Background: an optimization exercise with open tools, aiming at small area. Do not read the settings as production practice.
Power is estimated from default activity; no workload was simulated.

==> flow/design.v <==
module top(clk, reset_n, M0_req, M0_address, M0_wr, M0_dout, M0_grant, M_din, timer_interrupt, fifo_cnt, fifo_flag);
	input			clk;
	input			reset_n;
	input			M0_req;
	input	[7:0]	M0_address;
	input			M0_wr;
	input	[7:0]	M0_dout;
	output			M0_grant;
	output	[7:0]	M_din;
	output			timer_interrupt;
	output	[3:0]	fifo_cnt;
	output	[5:0]	fifo_flag;
	localparam MS_IDLE = 3'b000;	 
	localparam MS_IREQ = 3'b110;	 
	localparam MS_REQ  = 3'b001;	 
	localparam MS_REQG = 3'b111;	 
	localparam MS_GRA  = 3'b010;
	localparam MS_DEL  = 3'b011;
	localparam MS_CNT  = 3'b100;
	reg		[2:0]	ms;
	reg		[1:0]	cs;
	reg		[7:0]	cv;		 
	reg		[7:0]	lv;		 
	reg		[7:0]	la;		 
	reg				con;	 
	localparam C_NONE  = 3'b000;
	localparam C_READ  = 3'b001;
	localparam C_EMPTY = 3'b011;
	localparam C_RERR  = 3'b010;
	localparam C_WRITE = 3'b101;
	localparam C_FULL  = 3'b111;
	localparam C_WERR  = 3'b110;
	reg		[2:0]	cat;
	reg		[1:0]	fr;		 
	reg		[2:0]	rsrc;	 
	reg		[15:0]	cnt_all;
	reg		[11:0]	hd_all;
	reg		[7:0]	mem [0:31];
	wire			m1_own = ms[1] & (ms[0] | ~ms[2]);
	assign			M0_grant = ~m1_own;
	wire	[7:0]	addr = m1_own ? ((ms == MS_GRA) ? la : 8'h00) : M0_address;
	wire			wr = ~m1_own & M0_wr;
	wire	[7:0]	din = M0_dout;
	wire			fhit = (addr[7:4] == 4'h1) && (addr[3:0] != 4'h0) && (addr[3:0] <= 4'h4);
	wire	[1:0]	f = addr[1:0] - 2'd1;
	wire	[3:0]	c = cnt_all[f*4 +: 4];
	wire	[2:0]	h = hd_all[f*3 +: 3];
	wire			c_full = c[3];
	wire			c_empty = (c == 4'h0);
	wire			do_w = fhit & wr & ~c_full;
	wire			do_r = fhit & ~wr & ~c_empty;
	wire	[2:0]	wslot = h + c[2:0] + 3'd1;
	always @(posedge clk or negedge reset_n)
	begin
		if (!reset_n)
		begin
			cnt_all <= 16'h0;
			hd_all <= 12'h0;
		end
		else
		begin
			if (do_w)
				cnt_all[f*4 +: 4] <= c + 4'h1;
			if (do_r)
			begin
				cnt_all[f*4 +: 4] <= c - 4'h1;
				hd_all[f*3 +: 3] <= h + 3'h1;
			end
		end
	end
	always @(posedge clk)
		if (do_w)
			mem[{f, wslot}] <= din;
	wire	[2:0]	p = (fr == f) ? cat : C_NONE;
	reg		[2:0]	ncat;
	always @*
	begin
		if (!fhit)
			ncat = C_NONE;
		else if (wr)
		begin
			if (p[2] & p[1])
				ncat = C_WERR;
			else if (p == C_WRITE)
				ncat = (c == 4'h7) ? C_FULL : C_WRITE;
			else if (p != C_NONE)
				ncat = C_WRITE;
			else
				ncat = (c == 4'h7) ? C_FULL : c_full ? C_WERR : C_WRITE;
		end
		else
		begin
			if (~p[2] & p[1])
				ncat = C_RERR;
			else if (p == C_READ)
				ncat = (c == 4'h1) ? C_EMPTY : C_READ;
			else if (p != C_NONE)
				ncat = C_READ;
			else
				ncat = (c == 4'h1) ? C_EMPTY : c_empty ? C_RERR : C_READ;
		end
	end
	wire			trd = ~wr & (addr[7:3] == 5'b00100) & (addr[2:0] != 3'd0) & (addr[2:0] != 3'd7);
	wire	[2:0]	nrsrc = do_r ? 3'd7 : trd ? addr[2:0] : 3'd0;
	always @(posedge clk or negedge reset_n)
	begin
		if (!reset_n)
		begin
			cat <= C_NONE;
			rsrc <= 3'd0;
		end
		else
		begin
			cat <= ncat;
			rsrc <= nrsrc;
		end
	end
	always @(posedge clk)
		fr <= f;
	wire			twr = wr & (addr[7:4] == 4'h2);
	wire			start = twr & (addr[3:0] == 4'h0) & (din == 8'h01) & (ms == MS_IDLE) & (cs == 2'b00);
	wire			clr = twr & (addr[3:0] == 4'h1) & (din == 8'h00);
	always @(posedge clk or negedge reset_n)
	begin
		if (!reset_n)
			ms <= MS_IDLE;
		else
			case (ms)
			MS_IDLE:	ms <= start ? MS_IREQ : MS_IDLE;
			MS_IREQ:	ms <= MS_REQ;
			MS_REQ:		ms <= M0_req ? MS_REQ : MS_REQG;
			MS_REQG:	ms <= MS_GRA;
			MS_GRA:		ms <= MS_DEL;
			MS_DEL:		ms <= MS_CNT;
			default:	ms <= MS_IDLE;
			endcase
	end
	wire	[2:0]	msd = (ms[2] & ms[1]) ? {2'b00, ms[0]} : ms;
	wire	[1:0]	csd = {cs[1], cs[0] & ~cs[1]};
	always @(posedge clk or negedge reset_n)
	begin
		if (!reset_n)
		begin
			cs <= 2'b00;
			cv <= 8'h00;
		end
		else
			case (cs)
			2'b00:
				if ((ms == MS_CNT) && (lv != 8'h00))
				begin
					cs <= 2'b01;
					cv <= lv;
				end
			2'b01:
				if (cv == 8'h00)
					cs <= 2'b10;
				else
					cv <= cv - 8'h01;
			2'b10:
				if (clr)
					cs <= 2'b11;
			default:
				if (con)
				begin
					cs <= 2'b01;
					cv <= lv;
				end
				else
					cs <= 2'b00;
			endcase
	end
	always @(posedge clk or negedge reset_n)
	begin
		if (!reset_n)
		begin
			con <= 1'b0;
			la <= 8'h00;
			lv <= 8'h00;
		end
		else
		begin
			if (twr & (addr[3:0] == 4'h2) & (din[7:1] == 7'h00))
				con <= din[0];
			if (twr & (addr[3:0] == 4'h3))
				la <= din;
			if (ms == MS_DEL)
				lv <= M_din;
		end
	end
	assign timer_interrupt = cs[1];
	wire	[2:0]	hr = hd_all[fr*3 +: 3];
	wire	[7:0]	fdata = mem[{fr, hr}];
	reg		[7:0]	rdata;
	always @*
		case (rsrc)
		3'd1:		rdata = {7'h00, cs[1]};
		3'd2:		rdata = {7'h00, con};
		3'd3:		rdata = la;
		3'd4:		rdata = lv;
		3'd5:		rdata = cv;
		3'd6:		rdata = {3'b000, msd, csd};
		3'd7:		rdata = fdata;
		default:	rdata = 8'h00;
		endcase
	assign M_din = rdata;
	wire			fvalid = (cat != C_NONE);
	wire	[3:0]	rc = fvalid ? cnt_all[fr*4 +: 4] : 4'h0;
	assign fifo_cnt = rc;
	assign fifo_flag[5] = rc[3];
	assign fifo_flag[4] = fvalid & (rc == 4'h0);
	assign fifo_flag[3] = cat[2] & cat[0];
	assign fifo_flag[2] = cat[2] & cat[1] & ~cat[0];
	assign fifo_flag[1] = ~cat[2] & cat[0];
	assign fifo_flag[0] = ~cat[2] & cat[1] & ~cat[0];
endmodule
clock: 6.0 ns
lec_check: 0
cap_margin: 20
core_margin: 2
core_utilization: 70
cts_buf_list: sky130_fd_sc_hd__clkbuf_8
slew_margin: 20
run.sh (not shown) runs the stock make flow with config.mk's settings and CLKGATE_MAP_FILE= SYNTH_SCRIPT=/design/flow/synth_recipe.tcl, a recipe that flattens the netlist after the stock synthesis.
The starting point produced a clean layout.
Next try:
CORE_UTILIZATION = 40   (was 70)
CTS_BUF_LIST = sky130_fd_sc_hd__clkbuf_4   (was sky130_fd_sc_hd__clkbuf_8)
Outcome: The new run produced a clean layout; total power is higher by about 3.3%; final area rose by 2.5%; hold slack gets worse by 0.015 ns; critical path depth stays the same; via count shrinks by 2.8%; count of clock-buffer cells in the layout increases by 66; global-route usage went down by 14 points.
Next try:
CTS_BUF_LIST = not set   (was sky130_fd_sc_hd__clkbuf_4)
Outcome:
- count of clock-buffer cells in the layout falls by 79
- wire length decreases by 1.1%
- core utilization went up by 0.21 points
- global-route usage is lower by 0.39 points
- final area is higher by 0.46%
- clock skew goes down by 0.027 ns
- total power goes up by 4.0%
- synthesized cell count stays the same
Function was not checked in any run of this note: the RTL went through the layout flow alone.

==> port drivers added, routing unchanged <==
In the flow no input, the clock included, has a driving cell. The finished layouts below were timed again as built, in two steps.
Step 1: set_driving_cell puts a clkbuf_16 on clk and a buf_2 on each other input, an assumption about the parent block.
Step 2 moves the port delays by t, midway between the first and last clock arrival at a register: inputs arrive t later, outputs are due t later. That takes back most of the time a late clock gives input paths.
a / b / c = ideal / step 1 / step 2; a / b = the first two.
| run | shift t [ns] | setup WS [ns] | worst hold slack (ns) | latest minus earliest clock arrival (ns) | pins driven straight from the clock port |
|---|---|---|---|---|---|
| the first run | 0.627 | 0.450 / 0.411 / 0.433 | 0.540 / 0.540 / 0.540 | 0.043 / 0.042 | 1 |
| the second run | 0.764 | 0.317 / 0.267 / 0.267 | 0.525 / 0.525 / 0.525 | 0.047 / 0.047 | 1 |
| the third run | 0.570 | 0.533 / 0.484 / 0.329 | 0.516 / 0.516 / 0.516 | 0.021 / 0.021 | 1 |
After both steps setup and hold are still met in every run listed. The setup slack of the third run, which loses most, moves by -0.049 ns with the drivers and by -0.204 ns with both steps.
